Context: an optimization exercise on an open-source flow, tuned for small area and a short achievable clock period. The choices shown serve that exercise and are no tape-out recipe. In this exercise RTL edits were held to simulation tests only and were not proved equivalent to the original. Power figures rest on the tool's default switching activity, not on a simulated workload.

==> job 9660 <==
Design ka10_top, start of the top module:
module ka10_top(
	input wire clk,
	input wire reset,
	input wire sw_power,
	input wire key_stop_sw,
	input wire key_exa_sw,
	input wire key_ex_nxt_sw,
	input wire key_dep_sw,
	input wire key_dep_nxt_sw,
	input wire key_reset_sw,
	input wire key_exe_sw,
	input wire key_sta_sw,
	input wire key_rdi_sw,
	input wire key_cont_sw,
	input wire key_sing_inst,
	input wire key_sing_cycle,
	input wire key_adr_inst,
	input wire key_adr_rd,
	input wire key_adr_wr,
	input wire key_adr_stop,
	input wire key_adr_brk,
	input wire key_par_stop,
	input wire key_nxm_stop,
	input wire key_repeat_sw,
	input wire [0:35] ds,
	input wire [18:35] as,
	input wire sc_stop_sw,
	input wire fm_enable_sw,
	input wire key_repeat_bypass_sw,
	input wire mi_prog_dis_sw,
	input wire [3:9] rdi_sel,
	output wire membus_rd_rq,
	output wire membus_wr_rq,
	output wire membus_rq_cyc,
	output wire membus_wr_rs,
	output wire [21:35] membus_ma,
	output wire [18:21] membus_sel,
	output wire [0:35] membus_mb_out,
	input  wire membus_addr_ack,
	input  wire membus_rd_rs,
	input  wire [0:35] membus_mb_in,
	output wire iobus_iob_reset,
  ...
Settings: LEC_CHECK=0, CAP_MARGIN=10, CORE_MARGIN=2, CORE_UTILIZATION=55, CTS_BUF_LIST=sky130_fd_sc_hd__clkbuf_8, CTS_CLUSTER_DIAMETER=50, CTS_CLUSTER_SIZE=15, PLACE_DENSITY=0.65, SLEW_MARGIN=10; clock period 28.0 ns.
standard.sh (not shown) runs the stock make flow with config.mk's settings and CLKGATE_MAP_FILE= SYNTH_SCRIPT=/design/flow/synth_recipe.tcl, a recipe that flattens the netlist after the stock synthesis.
==> flow/flow/run.sh <==
#!/bin/bash
# The standard layout (standard.sh, the standard flow's own ORFS run with the standard
# synthesis), with two changes to how it is made:
#  - the port buffers that buffer_ports inserts are sky130_fd_sc_hd__buf_2
#    instead of the resizer's default pick (clkdlybuf4s50_1, a delay cell);
#  - repair_timing is asked for 16 ns of setup margin, so it also works on
#    the paths from inputs to outputs, which otherwise never violate.
# The clock period and constraints are the design's (constraint.sdc).
# Each tool's full output stays in orfs/logs/; standard.sh's own output goes
# to standard_sh.log in this folder.
set -euo pipefail
cd "$(dirname "$0")/.."
bash standard.sh \
  "SETUP_SLACK_MARGIN=16" \
  "BUFFER_PORTS_ARGS=-buffer_cell sky130_fd_sc_hd__buf_2" \
  finish > standard_sh.log 2>&1
==> job 4176: changes against job 9660 <==
--- a/flow/design.v
+++ b/flow/design.v
@@ -1,286 +1,319 @@
 module dly45ns(input clk, input reset, input in, output p);
 	reg [2-1:0] r;
-	always @(posedge clk) begin
+	always @(posedge clk or posedge reset) begin
 		if(reset)
 			r <= 0;
-		else if(in)
-			r <= 2'd3;
-		else
-			r <= { r[0:0], (r[1] ^ r[0]) & ~p };
+		else begin
+			if(r)
+				r <= r + 2'b1;
+			if(in)
+				r <= 1;
+		end
 	end
-	assign p = r == 2'd2;
+	assign p = r == 2;
 endmodule
 module dly65ns(input clk, input reset, input in, output p);
 	reg [2-1:0] r;
-	always @(posedge clk) begin
+	always @(posedge clk or posedge reset) begin
 		if(reset)
 			r <= 0;
-		else if(in)
-			r <= 2'd1;
-		else
-			r <= { r[0:0], (r[1] ^ r[0]) & ~p };
+		else begin
+			if(r)
+				r <= r + 2'b1;
+			if(in)
+				r <= 1;
+		end
 	end
-	assign p = r == 2'd2;
+	assign p = r == 3;
 endmodule
 module dly90ns(input clk, input reset, input in, output p);
 	reg [3-1:0] r;
-	always @(posedge clk) begin
+	always @(posedge clk or posedge reset) begin
 		if(reset)
 			r <= 0;
-		else if(in)
-			r <= 3'd3;
-		else
-			r <= { r[1:0], (r[2] ^ r[1]) & ~p };
+		else begin
+			if(r)
+				r <= r + 3'b1;
+			if(in)
+				r <= 1;
+		end
 	end
-	assign p = r == 3'd4;
+	assign p = r == 4;
 endmodule
 module dly100ns(input clk, input reset, input in, output p);
 	reg [3-1:0] r;
-	always @(posedge clk) begin
+	always @(posedge clk or posedge reset) begin
 		if(reset)
 			r <= 0;
-		else if(in)
-			r <= 3'd5;
-		else
-			r <= { r[1:0], (r[2] ^ r[1]) & ~p };
+		else begin
+			if(r)
+				r <= r + 3'b1;
+			if(in)
+				r <= 1;
+		end
 	end
-	assign p = r == 3'd4;
+	assign p = r == 5;
 endmodule
 module dly115ns(input clk, input reset, input in, output p);
 	reg [3-1:0] r;
-	always @(posedge clk) begin
+	always @(posedge clk or posedge reset) begin
 		if(reset)
 			r <= 0;
-		else if(in)
-			r <= 3'd5;
-		else
-			r <= { r[1:0], (r[2] ^ r[1]) & ~p };
+		else begin
+			if(r)
+				r <= r + 3'b1;
+			if(in)
+				r <= 1;
+		end
 	end
-	assign p = r == 3'd4;
+	assign p = r == 5;
 endmodule
 module dly140ns(input clk, input reset, input in, output p);
 	reg [3-1:0] r;
-	always @(posedge clk) begin
+	always @(posedge clk or posedge reset) begin
 		if(reset)
 			r <= 0;
-		else if(in)
-			r <= 3'd1;
-		else
-			r <= { r[1:0], (r[2] ^ r[1]) & ~p };
+		else begin
+			if(r)
+				r <= r + 3'b1;
+			if(in)
+				r <= 1;
+		end
 	end
-	assign p = r == 3'd4;
+	assign p = r == 7;
 endmodule
 module dly150ns(input clk, input reset, input in, output p);
 	reg [3-1:0] r;
-	always @(posedge clk) begin
+	always @(posedge clk or posedge reset) begin
 		if(reset)
 			r <= 0;
-		else if(in)
-			r <= 3'd1;
-		else
-			r <= { r[1:0], (r[2] ^ r[1]) & ~p };
+		else begin
+			if(r)
+				r <= r + 3'b1;
+			if(in)
+				r <= 1;
+		end
 	end
-	assign p = r == 3'd4;
+	assign p = r == 7;
 endmodule
 module dly165ns(input clk, input reset, input in, output p);
 	reg [4-1:0] r;
-	always @(posedge clk) begin
+	always @(posedge clk or posedge reset) begin
 		if(reset)
 			r <= 0;
-		else if(in)
-			r <= 4'd10;
-		else
-			r <= { r[2:0], (r[3] ^ r[2]) & ~p };
+		else begin
+			if(r)
+				r <= r + 4'b1;
+			if(in)
+				r <= 1;
+		end
 	end
-	assign p = r == 4'd8;
+	assign p = r == 8;
 endmodule
 module dly170ns(input clk, input reset, input in, output p);
 	reg [4-1:0] r;
-	always @(posedge clk) begin
+	always @(posedge clk or posedge reset) begin
 		if(reset)
 			r <= 0;
-		else if(in)
-			r <= 4'd10;
-		else
-			r <= { r[2:0], (r[3] ^ r[2]) & ~p };
+		else begin
+			if(r)
+				r <= r + 4'b1;
+			if(in)
+				r <= 1;
+		end
 	end
-	assign p = r == 4'd8;
+	assign p = r == 8;
 endmodule
 module dly190ns(input clk, input reset, input in, output p);
 	reg [4-1:0] r;
-	always @(posedge clk) begin
+	always @(posedge clk or posedge reset) begin
 		if(reset)
 			r <= 0;
-		else if(in)
-			r <= 4'd13;
-		else
-			r <= { r[2:0], (r[3] ^ r[2]) & ~p };
+		else begin
+			if(r)
+				r <= r + 4'b1;
+			if(in)
+				r <= 1;
+		end
 	end
-	assign p = r == 4'd8;
+	assign p = r == 9;
 endmodule
 module dly215ns(input clk, input reset, input in, output p);
 	reg [4-1:0] r;
-	always @(posedge clk) begin
+	always @(posedge clk or posedge reset) begin
 		if(reset)
 			r <= 0;
-		else if(in)
-			r <= 4'd6;
-		else
-			r <= { r[2:0], (r[3] ^ r[2]) & ~p };
+		else begin
+			if(r)
+				r <= r + 4'b1;
+			if(in)
+				r <= 1;
+		end
 	end
-	assign p = r == 4'd8;
+	assign p = r == 10;
 endmodule
 module dly240ns(input clk, input reset, input in, output p);
 	reg [4-1:0] r;
-	always @(posedge clk) begin
+	always @(posedge clk or posedge reset) begin
 		if(reset)
 			r <= 0;
-		else if(in)
-			r <= 4'd9;
-		else
-			r <= { r[2:0], (r[3] ^ r[2]) & ~p };
+		else begin
+			if(r)
+				r <= r + 4'b1;
+			if(in)
+				r <= 1;
+		end
 	end
-	assign p = r == 4'd8;
+	assign p = r == 12;
 endmodule
 module dly265ns(input clk, input reset, input in, output p);
 	reg [4-1:0] r;
-	always @(posedge clk) begin
+	always @(posedge clk or posedge reset) begin
 		if(reset)
 			r <= 0;
-		else if(in)
-			r <= 4'd4;
-		else
-			r <= { r[2:0], (r[3] ^ r[2]) & ~p };
+		else begin
+			if(r)
+				r <= r + 4'b1;
+			if(in)
+				r <= 1;
+		end
 	end
-	assign p = r == 4'd8;
+	assign p = r == 13;
 endmodule
 module dly280ns(input clk, input reset, input in, output p);
 	reg [4-1:0] r;
-	always @(posedge clk) begin
+	always @(posedge clk or posedge reset) begin
 		if(reset)
 			r <= 0;
-		else if(in)
-			r <= 4'd2;
-		else
-			r <= { r[2:0], (r[3] ^ r[2]) & ~p };
+		else begin
+			if(r)
+				r <= r + 4'b1;
+			if(in)
+				r <= 1;
+		end
 	end
-	assign p = r == 4'd8;
+	assign p = r == 14;
 endmodule
 module gdly0_2us(input clk, input reset, input p, input l, output q, output ql);
 	reg [4-1:0] r;
 	wire t;
-	wire last = r == 4'd8;
 	dcd dcd(.clk(clk), .reset(reset), .p(p), .l(l), .q(t));
-	always @(posedge clk) begin
-		if(reset)
+	always @(posedge clk or posedge reset) begin
+		if(reset) begin
 			r <= 0;
-		else if(t)
-			r <= 4'd6;
-		else
-			r <= { r[2:0], (r[3] ^ r[2]) & ~last };
+		end else begin
+			if(ql)
+				r <= r + 1;
+			if(t)
+				r <= -10;
+		end
 	end
 	assign ql = r != 0 | t;
-	assign q = (r != 0) & ~last | t;
+	assign q = (r != -4'b1) & (r != 0) | t;
 endmodule
 module gdly1us(input clk, input reset, input p, input l, output q, output ql);
 	reg [6-1:0] r;
 	wire t;
-	wire last = r == 6'd32;
 	dcd dcd(.clk(clk), .reset(reset), .p(p), .l(l), .q(t));
-	always @(posedge clk) begin
-		if(reset)
+	always @(posedge clk or posedge reset) begin
+		if(reset) begin
 			r <= 0;
-		else if(t)
-			r <= 6'd10;
-		else
-			r <= { r[4:0], (r[5] ^ r[4]) & ~last };
+		end else begin
+			if(ql)
+				r <= r + 1;
+			if(t)
+				r <= -50;
+		end
 	end
 	assign ql = r != 0 | t;
-	assign q = (r != 0) & ~last | t;
+	assign q = (r != -6'b1) & (r != 0) | t;
 endmodule
 module gdly1_5us(input clk, input reset, input p, input l, output q, output ql);
 	reg [7-1:0] r;
 	wire t;
-	wire last = r == 7'd64;
 	dcd dcd(.clk(clk), .reset(reset), .p(p), .l(l), .q(t));
-	always @(posedge clk) begin
-		if(reset)
+	always @(posedge clk or posedge reset) begin
+		if(reset) begin
 			r <= 0;
-		else if(t)
-			r <= 7'd104;
-		else
-			r <= { r[5:0], (r[6] ^ r[5]) & ~last };
+		end else begin
+			if(ql)
+				r <= r + 1;
+			if(t)
+				r <= -75;
+		end
 	end
 	assign ql = r != 0 | t;
-	assign q = (r != 0) & ~last | t;
+	assign q = (r != -7'b1) & (r != 0) | t;
 endmodule
 module gdly2us(input clk, input reset, input p, input l, output q, output ql);
 	reg [7-1:0] r;
 	wire t;
-	wire last = r == 7'd64;
 	dcd dcd(.clk(clk), .reset(reset), .p(p), .l(l), .q(t));
-	always @(posedge clk) begin
-		if(reset)
+	always @(posedge clk or posedge reset) begin
+		if(reset) begin
 			r <= 0;
-		else if(t)
-			r <= 7'd72;
-		else
-			r <= { r[5:0], (r[6] ^ r[5]) & ~last };
+		end else begin
+			if(ql)
+				r <= r + 1;
+			if(t)
+				r <= -100;
+		end
 	end
 	assign ql = r != 0 | t;
-	assign q = (r != 0) & ~last | t;
+	assign q = (r != -7'b1) & (r != 0) | t;
 endmodule
 module gdly2_5us(input clk, input reset, input p, input l, output q, output ql);
 	reg [7-1:0] r;
 	wire t;
-	wire last = r == 7'd64;
 	dcd dcd(.clk(clk), .reset(reset), .p(p), .l(l), .q(t));
-	always @(posedge clk) begin
-		if(reset)
+	always @(posedge clk or posedge reset) begin
+		if(reset) begin
 			r <= 0;
-		else if(t)
-			r <= 7'd4;
-		else
-			r <= { r[5:0], (r[6] ^ r[5]) & ~last };
+		end else begin
+			if(ql)
+				r <= r + 1;
+			if(t)
+				r <= -125;
+		end
 	end
 	assign ql = r != 0 | t;
-	assign q = (r != 0) & ~last | t;
+	assign q = (r != -7'b1) & (r != 0) | t;
 endmodule
 module gdly100us(input clk, input reset, input p, input l, output q, output ql);
 	reg [13-1:0] r;
 	wire t;
-	wire last = r == 13'd4096;
 	dcd dcd(.clk(clk), .reset(reset), .p(p), .l(l), .q(t));
-	always @(posedge clk) begin
-		if(reset)
+	always @(posedge clk or posedge reset) begin
+		if(reset) begin
 			r <= 0;
-		else if(t)
-			r <= 13'd4952;
-		else
-			r <= { r[11:0], (r[12] ^ r[11]) & ~last };
+		end else begin
+			if(ql)
+				r <= r + 1;
+			if(t)
+				r <= -5000;
+		end
 	end
 	assign ql = r != 0 | t;
-	assign q = (r != 0) & ~last | t;
+	assign q = (r != -13'b1) & (r != 0) | t;
 endmodule
 module clk60hz(
 	input wire clk,
 	input wire reset,
 	output wire outclk
 );
 	reg [19:0] cnt;
-	wire [19:0] r = cnt;
-	assign outclk = cnt == 20'd468554;
-	always @(posedge clk)
+	assign outclk = cnt == 833333;
+	always @(posedge clk or posedge reset)
 		if(reset)
 			cnt <= 0;
 		else if(outclk)
 			cnt <= 0;
 		else
-			cnt <= { r[18:0], r[19] ~^ r[16] };
+			cnt <= cnt + 20'b1;
 endmodule
 module adr(input a, input b, input cin, input cins, input ckill, output s, output cout);
 	wire c = cin | cins;
 	assign s = a ^ b ^ c;
 	assign cout = (a & b | (a^b)&c) & ~ckill;
 endmodule
 module pg(
@@ -3551,21 +3584,15 @@
 	wire fma_ac_en = fma_ac & ~fma_ma_en;
 	wire fma_ac2_en = fma_ac2 & ~fma_ma_en;
 	wire [32:35] fma =
 		{4{fma_ma_en}} & ma[32:35] |
 		{4{fma_xr_en}} & ir[14:17] |
 		{4{fma_ac_en}} & ir[9:12] |
 		{4{fma_ac2_en}} & (ir[9:12]+1);
-	reg [0:35] fm;
-	always @(*) begin: fmrd
-		integer k;
-		fm = 0;
-		for(k = 0; k < 16; k = k + 1)
-			fm = fm | ({36{fma == k}} & fmem[k]);
-	end
+	wire [0:35] fm = fmem[fma];
 	wire fmat1;
 	wire fmat2;
 	wire fma_fm_arJ =
 		fmat1 & mc_wr |
 		st1 & mc_fm_en & ~sac_inh |
 		st8 & mc_fm_en;
 	pa1 fma_pa1(.clk(clk), .reset(reset),
==> flow/run.sh (new file) <==
#!/bin/bash
# synth_recipe.tcl (not shown) runs the flow's synth.tcl, then flattens the netlist and writes it again
# the make line also repeats each setting of config.mk as NAME=value (left out here)
make -C /OpenROAD-flow-scripts/flow DESIGN_CONFIG=/design/flow/config.mk WORK_HOME=/design/flow/orfs CLKGATE_MAP_FILE= SYNTH_SCRIPT=/design/flow/synth_recipe.tcl finish
Settings changed: CAP_MARGIN 10 to 20, CORE_UTILIZATION 55 to 40, CTS_BUF_LIST sky130_fd_sc_hd__clkbuf_8 to not set, CTS_CLUSTER_DIAMETER 50 to not set, CTS_CLUSTER_SIZE 15 to not set, PLACE_DENSITY 0.65 to not set, SLEW_MARGIN 10 to 20.
removed: flow/flow/run.sh
removed: flow/standard.sh
==> notes <==
Of job 9660 and job 4176, job 4176 has the higher area after synthesis (gap about 12%, measured against job 4176). Between job 9660 and job 4176, the lower global-route usage is in job 4176 (gap 13 points). Of job 4176 and job 9660, job 4176 has the higher power (gap about 60%, measured against job 9660). Between job 4176 and job 9660, the lower count of clock-buffer cells in the layout is in job 9660 (gap 90). Of job 9660 and job 4176, job 9660 has the higher hold slack (gap 0.018 ns). Between job 9660 and job 4176, the lower register-to-register slack is in job 4176 (gap 0.30 ns). In job 4176 the sequential share of layout area is lower than in job 9660, by 5.4 points. Against job 4176, the design area of job 9660 is smaller by about 16%. Flip-flop and latch count is the same in job 9660 and job 4176. Routed wire length: job 9660 is lower than job 4176 (about 11%). Against job 4176, the combinational power of job 9660 is smaller by 92%.
==> figures <==
quantity                                                           job 9660         job 4176
Outcome                                            timing/DRC/antenna clean  timing/DRC/antenna clean
Cell with the most instances after synthesis                        dfxtp_1          nand2_1
Hold Crit Endpoint                                 ka10.key_dcd1.dcd1.ll[1]  ka10.s_pa3.x[1]
PnR worst setup slack                                              15.89 ns         14.22 ns
Share of cell area taken by muxes after synthesis                     2.32%            3.07%
R2R depth                                                                16               17
Cell internal pwr                                                   3.20 mW          4.69 mW
Worst stage delay on the critical path                              0.33 ns          0.48 ns
Worst clock skew                                                  0.0450 ns        0.0988 ns
Slack of the worst reg-to-reg path                                 20.20 ns         19.90 ns
Buffer type at the clock tree root                                 clkbuf_8        clkbuf_16
Area after detailed placement                                   79,600 um^2      92,700 um^2
Final standard cell area without fillers                        83,200 um^2      99,200 um^2
Post-synthesis instance area                                    75,100 um^2      84,900 um^2
NonClk Buf Share                                                      4.81%            6.05%
Area grow syn2layout                                                  10.9%            16.8%
Biggest area consumer among synthesized cells                       dfxtp_1         edfxtp_1
Total leakage power                                                 31.3 nW          39.7 nW
Total die area                                                 139,000 um^2     216,000 um^2
Placed cell count                                                     9,737           12,000
Fraction of area in registers                                         46.9%            41.5%
Initial core utilization                                              55.4%            40.1%
Antenna violations before repair                                         29               53

==> separate check: timing with driven ports <==
In the flow no input, the clock included, has a driving cell. The finished layouts below were timed again as built, in two steps. Step 1 (the two cells are an assumption about what drives the block):
set clk [get_ports {clk}]
set_driving_cell -lib_cell sky130_fd_sc_hd__clkbuf_16 $clk
set_driving_cell -lib_cell sky130_fd_sc_hd__buf_2 [delete_from_list [all_inputs] $clk]
Step 2 also shifts input and output timing later by t, the mid clock arrival at the registers, as if the neighbouring blocks saw the same clock. Three values: ideal ports, drivers, drivers and shift; two values: the first two.
run | shift t [ns] | setup slack, ns | worst setup path at the end | worst register clock-pin slew, ns
job 9660 | 1.028 | 15.889 / 15.825 / 15.825 | input to output | 0.11 / 0.11
job 4176 | 0.948 | 14.224 / 14.198 / 14.198 | input to output | 0.07 / 0.07
After both steps setup and hold are still met in every run listed. For job 9660, which loses most, drivers alone change the setup slack by -0.064 ns; drivers and shift together by -0.064 ns.
